Background: an optimization exercise with open tools, aiming at small area, a short achievable clock period and few clock cycles. Do not read the settings as production practice.
Only simulation tests tie the RTL to the original design; equivalence was not proved.

## BalotelliMulDiv
module BalotelliMulDiv (
  input Clk,
  input Rst,
  input InValid,
  input [3:0] InOp,
  input [63:0] InA,
  input [63:0] InB,
  output InReady,
  output OutValid,
  output [63:0] OutResult
);
  reg SMul;          
  reg SShift;        
  reg SStep1;        
  reg SStep4;        
  reg Rdy;           
  reg First;         
  reg [5:0] BNeg, BOne, BTwo;  
  reg OpW, OpRem;
  reg NegA, NegB, Dz;
  reg [5:0] Cnt;     
  reg [6:0] LzA, LzB;  
  reg TV;            
  reg TW;
  reg OV;
  reg AInv, AZero, BInv, BSelC, BSelD, ACin;
  reg A3SelAlt;
  reg [63:0] X1, S, C, Out;
  reg [64:0] X2, X3;
  assign InReady = Rdy;
  assign OutValid = OV;
  assign OutResult = Out;
  function [6:0] clz64(input [63:0] v);
    reg [1:0] c1 [0:31];
    reg z1 [0:31];
    reg [2:0] c2 [0:15];
    reg z2 [0:15];
    reg [3:0] c3 [0:7];
    reg z3 [0:7];
    reg [4:0] c4 [0:3];
    reg z4 [0:3];
    reg [5:0] c5 [0:1];
    reg z5 [0:1];
    integer i;
    begin
      for (i = 0; i < 32; i = i + 1) begin
        z1[i] = ~(v[2*i+1] | v[2*i]);
        c1[i] = {1'b0, ~v[2*i+1]};
      end
      for (i = 0; i < 16; i = i + 1) begin
        z2[i] = z1[2*i+1] & z1[2*i];
        c2[i] = z1[2*i+1] ? {1'b1, c1[2*i][0]} : {1'b0, c1[2*i+1][0]};
      end
      for (i = 0; i < 8; i = i + 1) begin
        z3[i] = z2[2*i+1] & z2[2*i];
        c3[i] = z2[2*i+1] ? {1'b1, c2[2*i][1:0]} : {1'b0, c2[2*i+1][1:0]};
      end
      for (i = 0; i < 4; i = i + 1) begin
        z4[i] = z3[2*i+1] & z3[2*i];
        c4[i] = z3[2*i+1] ? {1'b1, c3[2*i][2:0]} : {1'b0, c3[2*i+1][2:0]};
      end
      for (i = 0; i < 2; i = i + 1) begin
        z5[i] = z4[2*i+1] & z4[2*i];
        c5[i] = z4[2*i+1] ? {1'b1, c4[2*i][3:0]} : {1'b0, c4[2*i+1][3:0]};
      end
      if (z5[1] & z5[0]) clz64 = 7'd64;
  ...
clock: 8.0 ns
lec_check: 0
cap_margin: 20
core_margin: 2
core_utilization: 40
setup_slack_margin: 3.5
slew_margin: 20
run.sh (not shown) runs the stock make flow with config.mk's settings and CLKGATE_MAP_FILE= SYNTH_SCRIPT=/design/flow/synth_recipe.tcl, a recipe that flattens the netlist after the stock synthesis.
Testbench counts at the start, summed over its fixed seeds: cycles 14,539.
==> next run, changes <==
--- a/flow/design.v
+++ b/flow/design.v
@@ -78,17 +78,14 @@
   wire C3In = SShift ? NegA : ~NegB;
   wire [66:0] Add3Wide = {1'b0, A3, C3In} + {1'b0, B3, C3In};
   wire [65:0] Add3 = Add3Wide[66:1];
   wire Ge1 = AddSum[64] & X2[64];
   wire Ge2 = Sub2[65];
   wire Ge3 = Add3[65];
-  wire Q1 = SStep4 & Ge2;
+  wire Q1 = SStep4 & (Ge3 | Ge2);
   wire Q0 = SStep4 ? (Ge3 | (Ge1 & ~Ge2)) : Ge1;
-  wire T3 = SShift | (SStep4 & Ge3);
-  wire T2 = SStep4 & Ge2;
-  wire [63:0] DivS = T3 ? Add3[63:0] : T2 ? Sub2[63:0] : Ge1 ? AddSum[63:0] : S;
   wire [63:0] Qm = X2[63:0];
   wire [12:0] BNextBits = Rdy ? {InBExt[11:0], 1'b0} : {Qm[23:11]};
   wire [5:0] Ng = BNeg;
   wire [63:0] PP [0:5];
   genvar k;
   generate
@@ -170,16 +167,19 @@
     end else if (SShift) begin
       X2 <= Sh;
     end else begin
       X2 <= {2'b11, X2[64:2]};
     end
     X3 <= SStep1 ? Add3[64:0] : {2'b11, X3[64:2]};
-    S <= SMul ? S2 : DivS;
     if (SMul) begin
+      S <= S2;
       C <= C2;
     end else begin
+      if (SShift | (Q1 & Q0)) S <= Add3[63:0];
+      else if (Q1) S <= Sub2[63:0];
+      else if (Q0) S <= AddSum[63:0];
       if (SShift) C <= 64'h0;
       else if (SStep4) C <= {C[61:0], Q1, Q0};
       else C <= {C[62:0], Q0};
     end
     Out <= Res;
     First <= Rdy;
Effect: Non-clock buffer count increases by 80; setup slack is worse by 0.14 ns; sequential cell count stays the same; register-to-register slack got worse by 0.14 ns; count of clock-buffer cells in the layout goes down by 4; first-iteration DRC count increases by 11%.
Testbench counts after the change, summed over its fixed seeds: cycles 14,539.

---

The RTL this note starts from:
==> flow/design.v <==
module BalotelliMulDiv (
  input Clk,
  input Rst,
  input InValid,
  input [3:0] InOp,
  input [63:0] InA,
  input [63:0] InB,
  output InReady,
  output OutValid,
  output [63:0] OutResult
);
  reg SMul;          
  reg SShift;        
  reg SStep1;        
  reg SStep4;        
  reg Rdy;           
  reg First;         
  reg [5:0] BNeg, BOne, BTwo;  
  reg OpW, OpRem;
  reg NegA, NegB, Dz;
  reg [5:0] Cnt;     
  reg [6:0] LzA, LzB;  
  reg TV;            
  reg TW;
  reg OV;
  reg AInv, AZero, BInv, BSelC, BSelD, ACin;
  reg A3SelAlt;
  reg [63:0] X1, S, C, Out;
  reg [64:0] X2, X3;
  assign InReady = Rdy;
  assign OutValid = OV;
  assign OutResult = Out;
  function [6:0] clz64(input [63:0] v);
    reg [1:0] c1 [0:31];
    reg z1 [0:31];
    reg [2:0] c2 [0:15];
    reg z2 [0:15];
    reg [3:0] c3 [0:7];
    reg z3 [0:7];
    reg [4:0] c4 [0:3];
    reg z4 [0:3];
    reg [5:0] c5 [0:1];
    reg z5 [0:1];
    integer i;
    begin
      for (i = 0; i < 32; i = i + 1) begin
        z1[i] = ~(v[2*i+1] | v[2*i]);
        c1[i] = {1'b0, ~v[2*i+1]};
      end
      for (i = 0; i < 16; i = i + 1) begin
        z2[i] = z1[2*i+1] & z1[2*i];
        c2[i] = z1[2*i+1] ? {1'b1, c1[2*i][0]} : {1'b0, c1[2*i+1][0]};
      end
      for (i = 0; i < 8; i = i + 1) begin
        z3[i] = z2[2*i+1] & z2[2*i];
        c3[i] = z2[2*i+1] ? {1'b1, c2[2*i][1:0]} : {1'b0, c2[2*i+1][1:0]};
      end
      for (i = 0; i < 4; i = i + 1) begin
        z4[i] = z3[2*i+1] & z3[2*i];
        c4[i] = z3[2*i+1] ? {1'b1, c3[2*i][2:0]} : {1'b0, c3[2*i+1][2:0]};
      end
      for (i = 0; i < 2; i = i + 1) begin
        z5[i] = z4[2*i+1] & z4[2*i];
        c5[i] = z4[2*i+1] ? {1'b1, c4[2*i][3:0]} : {1'b0, c4[2*i+1][3:0]};
      end
      if (z5[1] & z5[0]) clz64 = 7'd64;
      else clz64 = z5[1] ? {2'b01, c5[0][4:0]} : {2'b00, c5[1][4:0]};
    end
  endfunction
  wire [63:0] AddA = (S ^ {64{AInv}}) & {64{~AZero}};
  wire [63:0] AddB = ((C ^ {64{BInv}}) & {64{BSelC}}) | (X2[63:0] & {64{BSelD}});
  wire [65:0] AddWide = {1'b0, AddA, ACin} + {1'b0, AddB, ACin};
  wire [64:0] AddSum = AddWide[65:1];
  wire [66:0] Sub2Wide = {2'b00, S, ~NegB} + {1'b0, X2[63:0], ~NegB, ~NegB};
  wire [65:0] Sub2 = Sub2Wide[66:1];
  wire [64:0] A3 = A3SelAlt ? (SStep1 ? {2'b11, X2[64:2]} : {1'b0, X1}) : {1'b0, S};
  wire [64:0] B3 = SStep1 ? {1'b1, X2[64:2], ~NegB} : (X3 & {65{~SShift}});
  wire C3In = SShift ? NegA : ~NegB;
  wire [66:0] Add3Wide = {1'b0, A3, C3In} + {1'b0, B3, C3In};
  wire [65:0] Add3 = Add3Wide[66:1];
  wire Ge1 = AddSum[64] & X2[64];
  wire Ge2 = Sub2[65];
  wire Ge3 = Add3[65];
  wire Q1 = SStep4 & Ge2;
  wire Q0 = SStep4 ? (Ge3 | (Ge1 & ~Ge2)) : Ge1;
  wire T3 = SShift | (SStep4 & Ge3);
  wire T2 = SStep4 & Ge2;
  wire [63:0] DivS = T3 ? Add3[63:0] : T2 ? Sub2[63:0] : Ge1 ? AddSum[63:0] : S;
  wire [63:0] Qm = X2[63:0];
  wire [12:0] BNextBits = Rdy ? {InBExt[11:0], 1'b0} : {Qm[23:11]};
  wire [5:0] Ng = BNeg;
  wire [63:0] PP [0:5];
  genvar k;
  generate
    for (k = 0; k < 6; k = k + 1) begin : g_pp
      wire [2:0] bd = BNextBits[2*k+2:2*k];
      wire [63:0] m = X1 << (2*k);
      always @(posedge Clk) begin
        BNeg[k] <= bd[2] & ~(bd[1] & bd[0]);
        BOne[k] <= bd[1] ^ bd[0];
        BTwo[k] <= (bd[2] & ~bd[1] & ~bd[0]) | (~bd[2] & bd[1] & bd[0]);
      end
      assign PP[k] = (({64{BOne[k]}} & m) | ({64{BTwo[k]}} & {m[62:0], 1'b0})) ^ {64{BNeg[k]}};
    end
  endgenerate
  wire [63:0] S0 = First ? 64'h0 : S;
  wire [63:0] C0 = First ? 64'h0 : C;
  function [127:0] csa(input [63:0] x, input [63:0] y, input [63:0] z, input n);
    reg [63:0] m;
    begin
      m = (x & y) | (x & z) | (y & z);
      csa = {x ^ y ^ z, m[62:0], n};
    end
  endfunction
  wire [127:0] Ra = csa(PP[0], PP[1], PP[2], Ng[0]);
  wire [127:0] Rb = csa(PP[3], PP[4], PP[5], Ng[1]);
  wire [127:0] Rd = csa(Ra[127:64], Ra[63:0], Rb[127:64], Ng[2]);
  wire [127:0] Re = csa(Rb[63:0], S0, C0, Ng[3]);
  wire [127:0] Rf = csa(Rd[127:64], Rd[63:0], Re[127:64], Ng[4]);
  wire [127:0] Rh = csa(Rf[127:64], Rf[63:0], Re[63:0], Ng[5]);
  wire [63:0] S2 = Rh[127:64];
  wire [63:0] C2 = Rh[63:0];
  wire MulLastNext = (&Qm[63:23]) | ~(|Qm[63:23]);
  wire [63:0] QmNext = {{12{Qm[63]}}, Qm[63:12]};
  wire MulLastIn = (&InB[63:11]) | ~(|InB[63:11]) |
                   (InOp[3] & ((&InB[31:11]) | ~(|InB[31:11])));
  wire InSg = ~InOp[0] | ~InOp[2];
  wire [63:0] InAExt = InOp[3] ? {{32{InSg & InA[31]}}, InA[31:0]} : InA;
  wire [63:0] InBExt = InOp[3] ? {{32{InSg & InB[31]}}, InB[31:0]} : InB;
  wire InNegA = InOp[2] & ~InOp[0] & (InOp[3] ? InA[31] : InA[63]);
  wire InNegB = InOp[2] & ~InOp[0] & (InOp[3] ? InB[31] : InB[63]);
  wire [63:0] InV = InAExt ^ {64{InNegA}};
  wire [63:0] PVLen = InNegA ? {InV[62:0], 1'b1} : InV;
  wire [63:0] InX2 = InBExt ^ {64{InNegB ^ InOp[2]}};
  wire [63:0] PY = ~InX2;
  wire PDz = ~(|PY) & ~InNegB;
  wire [7:0] PJ = {1'b0, LzB} - {1'b0, LzA};
  wire PSkip = PJ[7] | Dz;
  wire [5:0] Half = PJ[6:1] + {5'b0, PJ[0]};
  wire NB = ~NegB;
  reg [64:0] Sh;
  always @(*) begin
    Sh = X2;
    if (PJ[0]) Sh = {Sh[62:0], {2{NB}}};
    if (PJ[1]) Sh = {Sh[62:0], {2{NB}}};
    if (PJ[2]) Sh = {Sh[60:0], {4{NB}}};
    if (PJ[3]) Sh = {Sh[56:0], {8{NB}}};
    if (PJ[4]) Sh = {Sh[48:0], {16{NB}}};
    if (PJ[5]) Sh = {Sh[32:0], {32{NB}}};
    if (PJ[6]) Sh = {Sh[0], {64{NB}}};
    if (PSkip) Sh = {65{1'b0}};
  end
  wire [63:0] Res = TW ? {{32{AddSum[31]}}, AddSum[31:0]} : AddSum[63:0];
  wire Busy = SMul | SShift | SStep1 | SStep4;
  wire TVNext = Rst & Rdy & Busy;
  wire ShNext = Rdy & InValid & InOp[2];
  wire TNegNext = OpRem ? NegA : (NegA ^ NegB);
  always @(posedge Clk) begin
    if (Rdy) begin
      X1 <= InV;
      X2 <= {InOp[2], InX2};
      NegA <= InNegA;
      NegB <= InNegB;
      Dz <= PDz;
      OpW <= InOp[3];
      OpRem <= InOp[1];
    end else if (SMul) begin
      X1 <= {X1[51:0], 12'h0};
      X2 <= {1'b0, QmNext};
    end else if (SShift) begin
      X2 <= Sh;
    end else begin
      X2 <= {2'b11, X2[64:2]};
    end
    X3 <= SStep1 ? Add3[64:0] : {2'b11, X3[64:2]};
    S <= SMul ? S2 : DivS;
    if (SMul) begin
      C <= C2;
    end else begin
      if (SShift) C <= 64'h0;
      else if (SStep4) C <= {C[61:0], Q1, Q0};
      else C <= {C[62:0], Q0};
    end
    Out <= Res;
    First <= Rdy;
    if (Rdy) begin
      LzA <= clz64(PVLen);
      LzB <= clz64(PY);
    end
    if (SShift) begin
      Cnt <= Half;
    end else if (SStep4) begin
      Cnt <= Cnt - 6'd1;
    end
    TW <= OpW;
    AInv <= TVNext & ~SMul & OpRem & TNegNext;
    AZero <= TVNext & ~SMul & ~OpRem;
    BInv <= TVNext & ~SMul & (TNegNext | Dz);
    BSelC <= TVNext & (SMul | ~OpRem);
    BSelD <= ~TVNext;
    ACin <= TVNext ? (~SMul & TNegNext & ~(~OpRem & Dz)) : ~NegB;
    A3SelAlt <= ShNext | (~Rdy & SShift);
    if (!Rst) begin
      SMul <= 1'b0;
      SShift <= 1'b0;
      SStep1 <= 1'b0;
      SStep4 <= 1'b0;
      Rdy <= 1'b1;
      TV <= 1'b0;
      OV <= 1'b0;
    end else begin
      TV <= TVNext;
      OV <= TV;
      if (Rdy) begin
        SMul <= InValid & ~InOp[2];
        SShift <= InValid & InOp[2];
        SStep1 <= 1'b0;
        SStep4 <= 1'b0;
        Rdy <= ~InValid | (~InOp[2] & MulLastIn);
      end else begin
        SShift <= 1'b0;
        SStep1 <= SShift;
        SStep4 <= SStep1 | SStep4;
        if (SMul) Rdy <= MulLastNext;
        else if (SShift) Rdy <= PSkip | (Half == 6'd0);
        else if (SStep1) Rdy <= Cnt == 6'd1;
        else Rdy <= Cnt == 6'd2;
      end
    end
  end
endmodule
make LEC_CHECK=0 CAP_MARGIN=20 CORE_MARGIN=2 CORE_UTILIZATION=40 GPL_ROUTABILITY_DRIVEN=0 SETUP_SLACK_MARGIN=3.5 SLEW_MARGIN=20 finish   # period 8.0 ns
Testbench counts at the start, summed over its fixed seeds: cycles 14,539.
Edit:
--- a/flow/design.v
+++ b/flow/design.v
@@ -24,7 +24,7 @@
   reg TW;
   reg OV;
   reg AInv, AZero, BInv, BSelC, BSelD, ACin;
-  reg A3SelAlt;
+  reg A3SelS, A3SelX1, A3SelX2;  
   reg [63:0] X1, S, C, Out;
   reg [64:0] X2, X3;
   assign InReady = Rdy;
@@ -73,8 +73,9 @@
   wire [64:0] AddSum = AddWide[65:1];
   wire [66:0] Sub2Wide = {2'b00, S, ~NegB} + {1'b0, X2[63:0], ~NegB, ~NegB};
   wire [65:0] Sub2 = Sub2Wide[66:1];
-  wire [64:0] A3 = A3SelAlt ? (SStep1 ? {2'b11, X2[64:2]} : {1'b0, X1}) : {1'b0, S};
-  wire [64:0] B3 = SStep1 ? {1'b1, X2[64:2], ~NegB} : (X3 & {65{~SShift}});
+  wire [64:0] A3 = ({1'b0, S} & {65{A3SelS}}) | ({1'b0, X1} & {65{A3SelX1}}) |
+                   ({2'b11, X2[64:2]} & {65{A3SelX2}});
+  wire [64:0] B3 = ({1'b1, X2[64:2], ~NegB} & {65{A3SelX2}}) | (X3 & {65{A3SelS}});
   wire C3In = SShift ? NegA : ~NegB;
   wire [66:0] Add3Wide = {1'b0, A3, C3In} + {1'b0, B3, C3In};
   wire [65:0] Add3 = Add3Wide[66:1];
@@ -199,7 +200,9 @@
     BSelC <= TVNext & (SMul | ~OpRem);
     BSelD <= ~TVNext;
     ACin <= TVNext ? (~SMul & TNegNext & ~(~OpRem & Dz)) : ~NegB;
-    A3SelAlt <= ShNext | (~Rdy & SShift);
+    A3SelS <= ~ShNext & ~(~Rdy & SShift);
+    A3SelX1 <= ShNext;
+    A3SelX2 <= ~Rdy & SShift;
     if (!Rst) begin
       SMul <= 1'b0;
       SShift <= 1'b0;
What happened: The changed run finished clean; routed wire length is higher by 11%; critical path depth is lower by 4; global-route usage is higher by 3.0 points; clock skew is higher by 0.0074 ns; cell area is higher by 0.69%; fmax is lower by 4.1%; clock-buffer cell count is higher by 7; worst hold slack hardly moves; die area is lower by 0.45%.
Testbench counts after the change, summed over its fixed seeds: cycles 14,539.

==> afterwards: timing with drivers on the ports <==
Ports are ideal in the flow. The routed layouts listed here were re-timed in OpenROAD. Step 1, drivers: a clkbuf_16 drives Clk and a buf_2 each remaining input, both assumed. Step 2 adds t to the input delays and takes it off the output delays; t is the mean of the earliest and latest rising clock arrival at the registers after step 1. Input paths then give back, and output paths get back, about the clock's delay inside the block. a / b / c = ideal / step 1 / step 2; a / b = the first two.
| run | t (ns) | setup slack, ns | clock arrival spread, ns | slew at the worst register clock pin (ns) | worst data-port slew with drivers (ns) |
|---|---|---|---|---|---|
| the first run of note 1 | 0.786 | 3.527 / 3.527 / 2.889 | 0.041 / 0.041 | 0.07 / 0.07 | 0.19 |
| the second run of note 1 | 0.780 | 3.386 / 3.386 / 2.837 | 0.043 / 0.043 | 0.07 / 0.07 | 0.06 |
| the first run of note 2 | 0.778 | 3.512 / 3.512 / 2.952 | 0.048 / 0.047 | 0.07 / 0.07 | 0.06 |
| the second run of note 2 | 0.790 | 3.318 / 3.318 / 2.831 | 0.055 / 0.055 | 0.08 / 0.08 | 0.09 |
After both steps setup and hold are still met in every run listed. The setup slack of the first run of note 1, which loses most, moves by 0.000 ns with the drivers and by -0.638 ns with both steps.
